Background: an optimization exercise with open tools, aiming at small area. Do not read the settings as production practice. Where RTL was checked, it was by simulation tests only, not by an equivalence proof against the original. The flow treats the clock pin as an ideal source, which a real chip does not have. No activity file was given, so power comes from the tool's default toggle rates.

==> run a <==
==> flow/design.v <==
module cache(reset, seletorVia, habilita, clock, endereco, entradaDeDados, saidaDeDados, hit, miss, lru1, lru2, dirty1, dirty2, valid1, valid2);
input seletorVia;
input habilita;
input clock;
input reset;
input [2:0] endereco;
input [7:0] entradaDeDados;
output reg [7:0] saidaDeDados;
output reg dirty1, dirty2, lru1, lru2, hit, miss;
output valid1, valid2;
reg [7:0] dado1 [0:7];   
reg [7:0] e1;            
reg [7:0] ff2;           
assign valid1 = 1'b1;
assign valid2 = 1'b1;
wire acc  = seletorVia | habilita;           
wire wr1  = ~seletorVia & habilita;          
wire lru10 = ~reset & lru1 & ~lru2;          
wire wr2  = seletorVia & habilita & lru10;   
wire din_ff = &entradaDeDados;
wire hold = ~acc & ~reset;                   
wire [7:0] dec = 8'd1 << endereco;
wire [7:0] we1 = {8{acc}} & dec;
wire [7:0] we2 = {8{wr2}} & dec;
reg [7:0] rd;
integer j;
always @(*) begin
  rd = 8'd0;
  for (j = 0; j < 8; j = j + 1)
    rd = rd | ({8{dec[j]}} & dado1[j]);
end
wire e1_a  = reset | |(dec & e1);
wire ff2_a = |(dec & ff2);
wire ff1_a = e1_a | &rd;
wire cmp_hit = e1_a ? din_ff : (rd == entradaDeDados);
wire hit_n  = (wr1 & ~ff1_a) | (wr2 & ~ff2_a) | (seletorVia & ~wr2 & cmp_hit) | (hold & hit);
wire miss_n = (wr1 & ff1_a) | (wr2 & ff2_a) | (seletorVia & ~wr2 & ~cmp_hit) | (hold & miss);
integer i;
always @(posedge clock) begin
  for (i = 0; i < 8; i = i + 1)
    if (we1[i])
      dado1[i] <= entradaDeDados;
  e1  <= ~we1 & (e1 | {8{reset}});
  ff2 <= (we2 & {8{din_ff}}) | (~we2 & ff2) | {8{reset}};
  saidaDeDados <= ({8{acc}} & entradaDeDados) | ({8{hold}} & saidaDeDados);
  hit  <= hit_n;
  miss <= miss_n;
  dirty1 <= wr1 | (dirty1 & ~reset);
  dirty2 <= wr2 | (dirty2 & ~reset);
  lru1 <= (acc & ~wr2) | (hold & lru1);
  lru2 <= wr2 | (hold & lru2);
end
endmodule
==> flow/flow/run.sh <==
#!/bin/bash
# The standard layout (standard.sh) with area-oriented knobs:
#  - synthesis: synth_recipe.tcl with an area-oriented ABC mapping script (synth_area.tcl)
#  - port buffers of the smallest buffer cell
#  - no dummy loads in the clock tree
#  - after CTS, downsize cells on paths with slack to spare (post_cts.tcl)
set -euo pipefail
here=$(pwd)
bash standard.sh \
  "SYNTH_SCRIPT=$here/flow/synth_area.tcl" \
  "BUFFER_PORTS_ARGS=-buffer_cell sky130_fd_sc_hd__buf_1" \
  "CTS_ARGS=-sink_clustering_enable -repair_clock_nets -dont_use_dummy_load -root_buf sky130_fd_sc_hd__clkbuf_8 -buf_list sky130_fd_sc_hd__clkbuf_4" \
  "POST_CTS_TCL=$here/flow/post_cts.tcl" \
  finish > make_finish.log 2>&1
==> flow/flow/area.abc <==
strash
&get -n
&dch -f
&nf -R 1000
&put
strash
&get -n
&dch -f
&nf -R 1000
&put
topo
==> flow/flow/post_cts.tcl <==
# Recover area: downsize cells on paths that have slack to spare, then re-legalise.
estimate_parasitics -placement
repair_timing -recover_power 100 -verbose
detailed_placement
check_placement -verbose
==> flow/flow/synth_area.tcl <==
# The standard synthesis (synth_recipe.tcl), with the final technology mapping done by an
# area-oriented ABC script instead of ORFS's delay-oriented one. Registers are untouched: abc
# maps only the combinational logic, so register names and cell types are the standard ones.
set area_flow_dir [file dirname [file normalize [info script]]]
set area_abc_script [file join $area_flow_dir area.abc]
proc abc {args} {
  set i [lsearch -exact $args -script]
  if { $i >= 0 } { lset args [expr { $i + 1 }] $::area_abc_script }
  yosys abc {*}$args
}
source [file join [file dirname $area_flow_dir] synth_recipe.tcl]
==> flow/standard.sh <==
#!/bin/bash
# synth_recipe.tcl (not shown) runs the flow's synth.tcl, then flattens the netlist and writes it again
# the make line also repeats each setting of config.mk as NAME=value (left out here)
make -C /OpenROAD-flow-scripts/flow DESIGN_CONFIG=/design/flow/config.mk WORK_HOME=/design/flow/orfs CLKGATE_MAP_FILE= SYNTH_SCRIPT=/design/flow/synth_recipe.tcl "${@:-finish}"
==> flow/config.mk <==
export PLATFORM = sky130hd
export DESIGN_NAME = cache
export DESIGN_NICKNAME = cache
export VERILOG_FILES = /design/flow/design.v
export SDC_FILE = /design/flow/constraint.sdc
export NUM_CORES = 4
export LEC_CHECK = 0
export CAP_MARGIN = 20
export CORE_MARGIN = 2
export CORE_UTILIZATION = 40
export GPL_TIMING_DRIVEN = 0
export SLEW_MARGIN = 20
==> flow/constraint.sdc <==
create_clock -name core_clock -period 5.0 [get_ports {clock}]
set_input_delay 1.0000 -clock core_clock [delete_from_list [all_inputs] [get_ports {clock}]]
set_output_delay 1.0000 -clock core_clock [all_outputs]
set_load 0.01 [all_outputs]
==> run b (differences from run a) <==
--- a/flow/design.v
+++ b/flow/design.v
@@ -43,3 +43,7 @@
   e1  <= ~we1 & (e1 | {8{reset}});
-  ff2 <= (we2 & {8{din_ff}}) | (~we2 & ff2) | {8{reset}};
+  for (i = 0; i < 8; i = i + 1)
+    if (reset)
+      ff2[i] <= 1'b1;
+    else if (we2[i])
+      ff2[i] <= din_ff;
   saidaDeDados <= ({8{acc}} & entradaDeDados) | ({8{hold}} & saidaDeDados);
==> flow/flow/run.sh (replaced) <==
#!/bin/bash
# The standard layout (standard.sh) with area-oriented knobs:
#  - synthesis: synth_recipe.tcl with an area-oriented ABC mapping script (synth_area.tcl)
#  - port buffers (and synthesis pass-through buffers) of the smallest buffer cell
#  - no dummy loads in the clock tree
#  - after CTS, downsize cells on paths with slack to spare (post_cts.tcl)
set -euo pipefail
here=$(pwd)
bash standard.sh \
  "SYNTH_SCRIPT=$here/flow/synth_area.tcl" \
  "BUFFER_PORTS_ARGS=-buffer_cell sky130_fd_sc_hd__buf_1" \
  "CTS_ARGS=-sink_clustering_enable -repair_clock_nets -dont_use_dummy_load" \
  "POST_CTS_TCL=$here/flow/post_cts.tcl" \
  "MIN_BUF_CELL_AND_PORTS=sky130_fd_sc_hd__buf_1 A X" \
  finish > make_finish.log 2>&1
- CAP_MARGIN: 20 -> 0
- CORE_UTILIZATION: 40 -> 60
- SLEW_MARGIN: 20 -> 0
==> run c (differences from run a) <==
--- a/flow/design.v
+++ b/flow/design.v
@@ -40,4 +40,3 @@
   for (i = 0; i < 8; i = i + 1)
-    if (we1[i])
-      dado1[i] <= entradaDeDados;
+    dado1[i] <= ({8{we1[i]}} & entradaDeDados) | ({8{~we1[i]}} & dado1[i]);
   e1  <= ~we1 & (e1 | {8{reset}});
--- a/flow/flow/run.sh
+++ b/flow/flow/run.sh
@@ -11,3 +11,3 @@
   "BUFFER_PORTS_ARGS=-buffer_cell sky130_fd_sc_hd__buf_1" \
-  "CTS_ARGS=-sink_clustering_enable -repair_clock_nets -dont_use_dummy_load -root_buf sky130_fd_sc_hd__clkbuf_8 -buf_list sky130_fd_sc_hd__clkbuf_4" \
+  "CTS_ARGS=-sink_clustering_enable -repair_clock_nets -dont_use_dummy_load" \
   "POST_CTS_TCL=$here/flow/post_cts.tcl" \
--- a/flow/flow/synth_area.tcl
+++ b/flow/flow/synth_area.tcl
@@ -3,4 +3,3 @@
 # maps only the combinational logic, so register names and cell types are the standard ones.
-set area_flow_dir [file dirname [file normalize [info script]]]
-set area_abc_script [file join $area_flow_dir area.abc]
+set area_abc_script [file join [file dirname [file normalize [info script]]] area.abc]
 proc abc {args} {
@@ -10,2 +9,2 @@
 }
-source [file join [file dirname $area_flow_dir] synth_recipe.tcl]
+source [file join [pwd] synth_recipe.tcl]
==> summary.txt <==
metric                                                                            run c                    run b                    run a
Result of the run                                             aborted with a tool error  complete, no violations  complete, no violations
Last stage reached                                                synthesis (1_2_yosys)                        -                        -
Multi-input logic portion of the cell area                                            -                    0.252                    0.256
Final routed wirelength across all metal layers                                       -                  7.61 mm                  8.36 mm
Comb group                                                                            -                   114 uW                   119 uW
Worst hold path class                                                                 -             flop to flop             flop to flop
Count of inserted antenna diode cells                                                 -                        0                        0
Simple-gate share of the synthesized area                                             -                    0.108                    0.124
Area enclosed by the die boundary                                                     -               6420 sq um               9590 sq um
Count of inverters other than clock inverters in the layout                           -                        1                        2
Share of the yosys chip area belonging to registers                                   -                    0.726                    0.715
Worst-case reg-to-reg path depth                                                      -                        8                        8
Via count                                                                             -                    2,290                    2,338
Detailed-route DRC error count                                                        -                        0                        0
Vias in the first global route                                                        -                    2,106                    2,267
Initial core utilization                                                              -                    0.627                    0.409
Total count of max-transition violations in the final report                          -                        0                        0
DP Cell Count                                                                         -                      349                      407
Total leakage power                                                                   -               0.00126 uW               0.00127 uW
Synthesized area per cell                                                             -               14.1 sq um               13.1 sq um
Biggest area consumer among cell classes                                              -                registers                registers
GRT Overall Usage                                                                     -                    0.253                    0.183
RD Place Congestion                                                                   -                    0.729                    0.825
Worst hold start                                                                      -           dirty1$_DFF_P_           dirty2$_DFF_P_
Worst slack on hold paths                                                             -                   468 ps                   452 ps
CP bufs+invs                                                                          -                        1                        1
Grt ovf                                                                               -                        0                        0
The RTL of run c was laid out without a check of its function.

-- static timing again, ports no longer ideal --
The results above use ideal ports. As a check the final layouts listed here were re-extracted and re-timed, cells and wires unchanged. Step 1 sets driving cells, clkbuf_16 on the clock port and buf_2 on the other inputs (assumed; they add their load-dependent delay and slew). Step 2 moves the port delays by t, midway between the first and last clock arrival at a register: inputs arrive t later, outputs are due t later. That takes back most of the time a late clock gives input paths. a / b / c = no drivers / after step 1 / after step 2; a / b = the first two.
run	t (ns)	setup WS [ns]	latest minus earliest clock arrival (ns)
run a	0.375	1.395 / 1.401 / 1.026	0.026 / 0.026
run b	0.361	1.226 / 1.229 / 0.868	0.020 / 0.020
After both steps setup and hold are still met in every run listed. The setup slack of run a, which loses most, moves by +0.006 ns with the drivers and by -0.369 ns with both steps.
